From an optimization exercise on the open Yosys and OpenROAD flow, aimed at a short achievable clock period and few clock cycles; shortcuts taken in it are not production practice.
The RTL was checked by simulation tests, not by an equivalence proof against the original design.
No activity file was given, so power comes from the tool's default toggle rates.

==> inputs of run E <==
==> flow/design.v <==
`timescale 1ns/1ns
module ks_add16 (
    input  wire [15:0] a,
    input  wire [15:0] b,
    input  wire        ci,
    output wire [15:0] s
);
    wire [15:0] p0 = a ^ b;
    wire [15:0] g0 = a & b;
    wire [15:0] g1, p1, g2, p2, g3, p3, g4, p4;
    wire [15:0] gi = {g0[15:1], g0[0] | (p0[0] & ci)};
    genvar i;
    generate
        for (i = 0; i < 16; i = i + 1) begin : l1
            if (i >= 1) begin : c
                assign g1[i] = gi[i] | (p0[i] & gi[i-1]);
                assign p1[i] = p0[i] & p0[i-1];
            end else begin : n
                assign g1[i] = gi[i];
                assign p1[i] = p0[i];
            end
        end
        for (i = 0; i < 16; i = i + 1) begin : l2
            if (i >= 2) begin : c
                assign g2[i] = g1[i] | (p1[i] & g1[i-2]);
                assign p2[i] = p1[i] & p1[i-2];
            end else begin : n
                assign g2[i] = g1[i];
                assign p2[i] = p1[i];
            end
        end
        for (i = 0; i < 16; i = i + 1) begin : l3
            if (i >= 4) begin : c
                assign g3[i] = g2[i] | (p2[i] & g2[i-4]);
                assign p3[i] = p2[i] & p2[i-4];
            end else begin : n
                assign g3[i] = g2[i];
                assign p3[i] = p2[i];
            end
        end
        for (i = 0; i < 16; i = i + 1) begin : l4
            if (i >= 8) begin : c
                assign g4[i] = g3[i] | (p3[i] & g3[i-8]);
                assign p4[i] = p3[i] & p3[i-8];
            end else begin : n
                assign g4[i] = g3[i];
                assign p4[i] = p3[i];
            end
        end
    endgenerate
    assign s = p0 ^ {g4[14:0], ci};
endmodule
`timescale 1ns/1ns
module cpu_top_pipeline (
    input wire clk,
    input wire rst,
    output wire [7:0]  imem_addr,
    input  wire [15:0] imem_data,
    output wire [7:0]  dmem_addr,
    output wire [15:0] dmem_wdata,
    output wire        dmem_we,
    input  wire [15:0] dmem_rdata,
    output wire        halted
);
    reg [7:0]  fpc;              
    reg        rv;               
    reg        xwe;              
    reg        xld, xst, xhalt;
    reg        xmeq, xmne;       
    reg [15:0] rins;             
    reg [7:0]  rinc, rtgt;       
    reg        rpred;            
    reg [15:0] xa, xb;           
    reg [7:0]  xaddr;            
    reg [3:0]  xrd;
    reg        xadd, xsub, xand, xor_, xxor, xslt;
    reg        xdec;             
    reg [7:0]  xalt;             
    reg [15:0] rf [1:15];
    wire [15:0] sum, dif;
    ks_add16 u_add (.a(xa), .b(xb), .ci(1'b0), .s(sum));
    ks_add16 u_sub (.a(xa), .b(~xb), .ci(1'b1), .s(dif));
    wire        slt = (xa[15] ^ xb[15]) ? xa[15] : dif[15];
    wire [15:0] alu = ({16{xadd}} & sum) | ({16{xsub}} & dif) |
                      ({16{xand}} & (xa & xb)) | ({16{xor_}} & (xa | xb)) |
                      ({16{xxor}} & (xa ^ xb)) | {15'd0, xslt & slt};
    wire [15:0] xres = xld ? dmem_rdata : alu;
    wire eq = (xa == xb);
    wire miss = eq ? xmeq : xmne;
    assign imem_addr  = fpc;
    assign dmem_addr  = xaddr;
    assign dmem_wdata = xb;
    assign dmem_we    = xst;
    assign halted     = xhalt;
    wire [3:0] op  = rins[15:12];
    wire [3:0] rd  = rins[11:8];
    wire [3:0] rs1 = rins[7:4];
    wire [3:0] rs2 = rins[3:0];
    wire [7:0] imm8 = {{4{rins[3]}}, rins[3:0]};
    wire [15:0] imm16 = {{12{rins[3]}}, rins[3:0]};
    wire [15:0] rfa = (rs1 == 4'd0) ? 16'd0 : rf[rs1];
    wire [15:0] rfb = (rs2 == 4'd0) ? 16'd0 : rf[rs2];
    wire ba = xwe && (xrd == rs1);
    wire bb = xwe && (xrd == rs2);
    wire r_itype = (op >= 4'h6) && (op <= 4'hA);
    wire bax = ba & ~xld;
    wire bbx = bb & ~xld & ~r_itype;
    wire [15:0] opa = ({16{~ba}}                     & rfa) |
                      ({16{ba & xld}}                & dmem_rdata) |
                      ({16{bax & xadd}}              & sum) |
                      ({16{bax & xsub}}              & dif) |
                      ({16{bax & xand}}              & (xa & xb)) |
                      ({16{bax & xor_}}              & (xa | xb)) |
                      ({16{bax & xxor}}              & (xa ^ xb)) |
                      {15'd0, bax & xslt & slt};
    wire [15:0] opb = ({16{r_itype}}                 & imm16) |
                      ({16{~r_itype & ~bb}}          & rfb) |
                      ({16{~r_itype & bb & xld}}     & dmem_rdata) |
                      ({16{bbx & xadd}}              & sum) |
                      ({16{bbx & xsub}}              & dif) |
                      ({16{bbx & xand}}              & (xa & xb)) |
                      ({16{bbx & xor_}}              & (xa | xb)) |
                      ({16{bbx & xxor}}              & (xa ^ xb)) |
                      {15'd0, bbx & xslt & slt};
    wire [7:0] ad_rf  = rfa[7:0] + imm8;
    wire [7:0] ad_ld  = dmem_rdata[7:0] + imm8;
    wire [7:0] ad_add = xa[7:0] + xb[7:0] + imm8;
    wire [7:0] ad_sub = xa[7:0] + ~xb[7:0] + imm8 + 8'd1;
    wire [7:0] ad_and = (xa[7:0] & xb[7:0]) + imm8;
    wire [7:0] ad_or  = (xa[7:0] | xb[7:0]) + imm8;
    wire [7:0] ad_xor = (xa[7:0] ^ xb[7:0]) + imm8;
    wire [7:0] ad_slt = imm8 + {7'd0, slt};
    wire [7:0] addr = ({8{~ba}}          & ad_rf) |
                      ({8{ba & xld}}     & ad_ld) |
                      ({8{bax & xadd}}   & ad_add) |
                      ({8{bax & xsub}}   & ad_sub) |
                      ({8{bax & xand}}   & ad_and) |
                      ({8{bax & xor_}}   & ad_or) |
                      ({8{bax & xxor}}   & ad_xor) |
                      ({8{bax & xslt}}   & ad_slt);
    wire r_wr   = (op <= 4'hA) && (rd != 4'd0);
    wire r_beq  = (op == 4'hC);
    wire r_bne  = (op == 4'hD);
    wire r_br   = r_beq | r_bne;
    wire r_halt = (op == 4'hF);
    wire r_zero = ba & xdec & (xa == 16'd1);
    wire pred   = (rs1 == rs2) | r_zero ? r_beq : rpred;
    wire rgo    = rv & ~miss & ~xhalt;
    wire redir  = rv & ~miss & r_br & (pred ^ rpred);
    wire [15:0] ins = imem_data;
    wire [3:0] f_op = ins[15:12];
    wire f_br   = (f_op == 4'hC) || (f_op == 4'hD);
    wire f_pred = ins[3];
    wire [7:0] pc_inc = fpc + 8'd1;
    wire [7:0] pc_tgt = fpc + {{4{ins[3]}}, ins[3:0]};
    always @(posedge clk or posedge rst) begin
        if (rst) begin
            fpc   <= 8'd0;
            rv    <= 1'b0;
            xwe   <= 1'b0;
            xld   <= 1'b0;
            xst   <= 1'b0;
            xhalt <= 1'b0;
            xmeq  <= 1'b0;
            xmne  <= 1'b0;
        end else begin
            fpc   <= miss ? xalt :
                     redir ? (pred ? rtgt : rinc) :
                     (f_op == 4'hE) ? ins[7:0] :
                     (f_op == 4'hF) ? fpc :
                     (f_br & f_pred) ? pc_tgt : pc_inc;
            rv    <= ~miss & ~redir;
            xwe   <= rgo & r_wr;
            xld   <= rgo & (op == 4'hA);
            xst   <= rgo & (op == 4'hB);
            xhalt <= xhalt | (rv & ~miss & r_halt);
            xmeq  <= rgo & ((r_beq & ~pred) | (r_bne & pred));
            xmne  <= rgo & ((r_beq & pred) | (r_bne & ~pred));
        end
    end
    always @(posedge clk) begin
        rins  <= ins;
        rinc  <= pc_inc;
        rtgt  <= pc_tgt;
        rpred <= f_br & f_pred;
        xa    <= opa;
        xb    <= opb;
        xaddr <= addr;
        xrd   <= rd;
        xadd  <= (op == 4'h0) || (op == 4'h6);
        xsub  <= (op == 4'h1);
        xand  <= (op == 4'h2) || (op == 4'h7);
        xor_  <= (op == 4'h3)  || (op == 4'h8);
        xxor  <= (op == 4'h4) || (op == 4'h9);
        xslt  <= (op == 4'h5);
        xdec  <= (op == 4'h6) && (rins[3:0] == 4'hF);
        xalt  <= pred ? rinc : rtgt;
    end
    integer i;
    always @(posedge clk or posedge rst) begin
        if (rst) begin
            for (i = 1; i < 16; i = i + 1) rf[i] <= 16'd0;
        end else if (xwe) begin
            rf[xrd] <= xres;
        end
    end
endmodule
==> flow/flow/run.sh <==
#!/bin/bash
# Layout flow: the standard layout (standard.sh, all ORFS steps), with two
# changes to synthesis only:
#  - no adder extraction (ADDER_MAP_FILE empty), so ABC maps the adders
#    together with the rest of the logic;
#  - ABC's mapping uses flow/abc.script (delay-oriented 'map') instead of
#    ORFS's abc_speed.script.
# Everything else (synth_recipe.tcl, -nofsm -noshare, flatten, renames, the
# registers) is as in the standard synthesis.
set -euo pipefail
W=$PWD
{
  head -n 1 synth_recipe.tcl
  cat <<EOT
proc abc {args} {
  set i [lsearch -exact \$args -script]
  if {\$i >= 0} { lset args [expr {\$i + 1}] $W/flow/abc.script }
  yosys abc {*}\$args
}
EOT
  tail -n +2 synth_recipe.tcl
} > flow_synth.tcl
sed "s|SYNTH_SCRIPT=[^ ]*synth_recipe.tcl|SYNTH_SCRIPT=$W/flow_synth.tcl|" standard.sh > flow_standard.sh
grep -q "SYNTH_SCRIPT=$W/flow_synth.tcl" flow_standard.sh
bash flow_standard.sh ADDER_MAP_FILE= finish > flow_standard.log 2>&1
==> flow/flow/abc.script <==
strash
dch -f
map -D 1000
buffer -c
topo
stime -c
upsize -c
dnsize -c
==> flow/standard.sh <==
#!/bin/bash
# synth_recipe.tcl (not shown) runs the flow's synth.tcl, then flattens the netlist and writes it again
# the make line also repeats each setting of config.mk as NAME=value (left out here)
make -C /OpenROAD-flow-scripts/flow DESIGN_CONFIG=/design/flow/config.mk WORK_HOME=/design/flow/orfs CLKGATE_MAP_FILE= SYNTH_SCRIPT=/design/flow/synth_recipe.tcl "${@:-finish}"
==> flow/config.mk <==
export PLATFORM = sky130hd
export DESIGN_NAME = cpu_top_pipeline
export DESIGN_NICKNAME = cpu_top_pipeline
export VERILOG_FILES = /design/flow/design.v
export SDC_FILE = /design/flow/constraint.sdc
export NUM_CORES = 4
export LEC_CHECK = 0
export CAP_MARGIN = 20
export CORE_MARGIN = 2
export CORE_UTILIZATION = 50
export PLACE_DENSITY = 0.7
export SETUP_SLACK_MARGIN = 3.3
export SLEW_MARGIN = 20
==> flow/constraint.sdc <==
create_clock -name core_clock -period 5.5 [get_ports {clk}]
set_input_delay 1.1000 -clock core_clock [delete_from_list [all_inputs] [get_ports {clk}]]
set_output_delay 1.1000 -clock core_clock [all_outputs]
set_load 0.01 [all_outputs]
==> inputs of run X, as changes to run E <==
==> flow/design.v, changed modules only <==
module cpu_top_pipeline (
    input wire clk,
    input wire rst,
    output wire [7:0]  imem_addr,
    input  wire [15:0] imem_data,
    output wire [7:0]  dmem_addr,
    output wire [15:0] dmem_wdata,
    output wire        dmem_we,
    input  wire [15:0] dmem_rdata,
    output wire        halted
);
    reg [7:0]  fpc;              
    reg        xwe;              
    reg        xld, xst, xhalt;
    reg        xmeq, xmne;       
    reg [15:0] xa, xb;           
    reg [7:0]  xaddr;            
    reg [3:0]  xrd;
    reg        xadd, xsub, xand, xor_, xxor, xslt;
    reg [7:0]  xalt;             
    reg        xdec;             
    reg [15:0] rf [1:15];
    wire [15:0] sum, dif;
    ks_add16 u_add (.a(xa), .b(xb), .ci(1'b0), .s(sum));
    ks_add16 u_sub (.a(xa), .b(~xb), .ci(1'b1), .s(dif));
    wire        slt = (xa[15] ^ xb[15]) ? xa[15] : dif[15];
    wire [15:0] alu = ({16{xadd}} & sum) | ({16{xsub}} & dif) |
                      ({16{xand}} & (xa & xb)) | ({16{xor_}} & (xa | xb)) |
                      ({16{xxor}} & (xa ^ xb)) | {15'd0, xslt & slt};
    wire [15:0] xres = xld ? dmem_rdata : alu;
    wire eq = (xa == xb);
    wire miss = eq ? xmeq : xmne;
    assign imem_addr  = fpc;
    assign dmem_addr  = xaddr;
    assign dmem_wdata = xb;
    assign dmem_we    = xst;
    assign halted     = xhalt;
    wire [15:0] ins = imem_data;
    wire [3:0] op  = ins[15:12];
    wire [3:0] rd  = ins[11:8];
    wire [3:0] rs1 = ins[7:4];
    wire [3:0] rs2 = ins[3:0];
    wire [7:0] imm8 = {{4{ins[3]}}, ins[3:0]};
    wire [15:0] imm16 = {{12{ins[3]}}, ins[3:0]};
    wire [15:0] rfa = (rs1 == 4'd0) ? 16'd0 : rf[rs1];
    wire [15:0] rfb = (rs2 == 4'd0) ? 16'd0 : rf[rs2];
    wire ba = xwe && (xrd == rs1);
    wire bb = xwe && (xrd == rs2);
    wire f_itype = (op >= 4'h6) && (op <= 4'hA);
    wire bax = ba & ~xld;
    wire bbx = bb & ~xld & ~f_itype;
    wire [15:0] opa = ({16{~ba}}                     & rfa) |
                      ({16{ba & xld}}                & dmem_rdata) |
                      ({16{bax & xadd}}              & sum) |
                      ({16{bax & xsub}}              & dif) |
                      ({16{bax & xand}}              & (xa & xb)) |
                      ({16{bax & xor_}}              & (xa | xb)) |
                      ({16{bax & xxor}}              & (xa ^ xb)) |
                      {15'd0, bax & xslt & slt};
    wire [15:0] opb = ({16{f_itype}}                 & imm16) |
                      ({16{~f_itype & ~bb}}          & rfb) |
                      ({16{~f_itype & bb & xld}}     & dmem_rdata) |
                      ({16{bbx & xadd}}              & sum) |
                      ({16{bbx & xsub}}              & dif) |
                      ({16{bbx & xand}}              & (xa & xb)) |
                      ({16{bbx & xor_}}              & (xa | xb)) |
                      ({16{bbx & xxor}}              & (xa ^ xb)) |
                      {15'd0, bbx & xslt & slt};
    wire [7:0] ad_rf  = rfa[7:0] + imm8;
    wire [7:0] ad_ld  = dmem_rdata[7:0] + imm8;
    wire [7:0] ad_add = xa[7:0] + xb[7:0] + imm8;
    wire [7:0] ad_sub = xa[7:0] + ~xb[7:0] + imm8 + 8'd1;
    wire [7:0] ad_and = (xa[7:0] & xb[7:0]) + imm8;
    wire [7:0] ad_or  = (xa[7:0] | xb[7:0]) + imm8;
    wire [7:0] ad_xor = (xa[7:0] ^ xb[7:0]) + imm8;
    wire [7:0] ad_slt = imm8 + {7'd0, slt};
    wire [7:0] addr = ({8{~ba}}          & ad_rf) |
                      ({8{ba & xld}}     & ad_ld) |
                      ({8{bax & xadd}}   & ad_add) |
                      ({8{bax & xsub}}   & ad_sub) |
                      ({8{bax & xand}}   & ad_and) |
                      ({8{bax & xor_}}   & ad_or) |
                      ({8{bax & xxor}}   & ad_xor) |
                      ({8{bax & xslt}}   & ad_slt);
    wire f_wr    = (op <= 4'hA) && (rd != 4'd0);
    wire f_beq   = (op == 4'hC);
    wire f_bne   = (op == 4'hD);
    wire f_jump  = (op == 4'hE);
    wire f_halt  = (op == 4'hF);
    wire f_zero  = ba & xdec & (xa == 16'd1);
    wire f_pred  = (rs1 == rs2) ? f_beq :
                   f_zero ? f_beq : ins[3];
    wire [7:0] pc_inc = fpc + 8'd1;
    wire [7:0] pc_tgt = fpc + imm8;
    wire go = ~miss & ~xhalt;
    always @(posedge clk or posedge rst) begin
        if (rst) begin
            fpc   <= 8'd0;
            xwe   <= 1'b0;
            xld   <= 1'b0;
            xst   <= 1'b0;
            xhalt <= 1'b0;
            xmeq  <= 1'b0;
            xmne  <= 1'b0;
        end else begin
            fpc   <= miss ? xalt :
                     f_jump ? ins[7:0] :
                     f_halt ? fpc :
                     ((f_beq | f_bne) & f_pred) ? pc_tgt : pc_inc;
            xwe   <= go & f_wr;
            xld   <= go & (op == 4'hA);
            xst   <= go & (op == 4'hB);
            xhalt <= xhalt | (~miss & f_halt);
            xmeq  <= go & ((f_beq & ~f_pred) | (f_bne & f_pred));
            xmne  <= go & ((f_beq & f_pred) | (f_bne & ~f_pred));
        end
    end
    always @(posedge clk) begin
        xa    <= opa;
        xb    <= opb;
        xaddr <= addr;
        xrd   <= rd;
        xadd  <= (op == 4'h0) || (op == 4'h6);
        xsub  <= (op == 4'h1);
        xand  <= (op == 4'h2) || (op == 4'h7);
        xor_  <= (op == 4'h3)  || (op == 4'h8);
        xxor  <= (op == 4'h4) || (op == 4'h9);
        xslt  <= (op == 4'h5);
        xalt  <= f_pred ? pc_inc : pc_tgt;
        xdec  <= (op == 4'h6) && (ins[3:0] == 4'hF);
    end
    integer i;
    always @(posedge clk or posedge rst) begin
        if (rst) begin
            for (i = 1; i < 16; i = i + 1) rf[i] <= 16'd0;
        end else if (xwe) begin
            rf[xrd] <= xres;
        end
    end
endmodule
--- a/flow/config.mk
+++ b/flow/config.mk
@@ -7,7 +7,7 @@
 export LEC_CHECK = 0
 export CAP_MARGIN = 20
 export CORE_MARGIN = 2
-export CORE_UTILIZATION = 50
-export PLACE_DENSITY = 0.7
-export SETUP_SLACK_MARGIN = 3.3
+export CORE_UTILIZATION = 40
+export PLACE_DENSITY = 0.6
+export SETUP_SLACK_MARGIN = 3.5
 export SLEW_MARGIN = 20
==> qor summary <==
metric                                                                                                       run E                    run X
Endpoint required time on the critical path                                                                5960 ps                  5940 ps
FF+latch count, synth                                                                                          347                      313
Met2 GRT Util                                                                                                68.6%                    59.8%
Launch point of the worst hold path                                                                        rins[9]                rf[4][12]
Worst min-delay path endpoint                                                                               xrd[1]                rf[4][12]
Post-CTS clock slew at the launch and capture registers of the worst setup and hold paths                    70 ps                    60 ps
Fraction of met3 tracks used by global routing                                                               18.2%                    7.03%
Detailed router's first-iteration violation count                                                             5518                     3742
Antenna violations before repair                                                                                 2                        1
Wire length of the first global-routing pass                                                                169 mm                   163 mm
Depth of the most critical reg-to-reg path                                                                      13                       14
Worst-case headroom to the max-slew limit                                                                    35.1%                    21.1%
Final worst slack                                                                                          2770 ps                  2840 ps
Critical path's largest stage delay                                                                         410 ps                   340 ps
Result of the run                                                                          complete, no violations  complete, no violations
Total power per unit cell area                                                                         418 nW/um^2              287 nW/um^2
Minimum clock period                                                                                       2730 ps                  2660 ps
Count of mapped cells out of synthesis                                                                        3174                     3077
Clock net sink count                                                                                           347                      313
Share of cells above drive strength 1                                                                        41.4%                    45.7%
Fraction of the mapped netlist area in compound gates                                                        25.0%                    26.0%
Number of stages on the worst hold path                                                                          0                        2
Leakage dissipation                                                                                        14.8 nW                  15.4 nW
Testbench counts of run E, summed over its fixed seeds: cycles 25,077.
Testbench counts of run X, summed over its fixed seeds: cycles 24,042.

-- static timing again, ports no longer ideal --
Ports are ideal in the flow. The routed layouts listed here were re-timed in OpenROAD.
Step 1 assumes that a clkbuf_16 drives the clock port and a buf_2 every other input.
Step 2, shift: input delay + t, output delay - t, t = (earliest + latest rising clock arrival at the registers) / 2. This alone moves slack from input paths to output paths.
Three values: ideal, step 1, step 2; two values: the first two.
run	t, ns	slack for setup (ns)	worst setup path at the end	clock arrival spread, ns
run E	0.641	2.768 / 2.768 / 2.364	input to register	0.039 / 0.039
run X	0.629	2.838 / 2.822 / 2.192	input to register	0.034 / 0.033
After both steps setup and hold are still met in every run listed. The setup slack of run X, which loses most, moves by -0.016 ns with the drivers and by -0.646 ns with both steps.
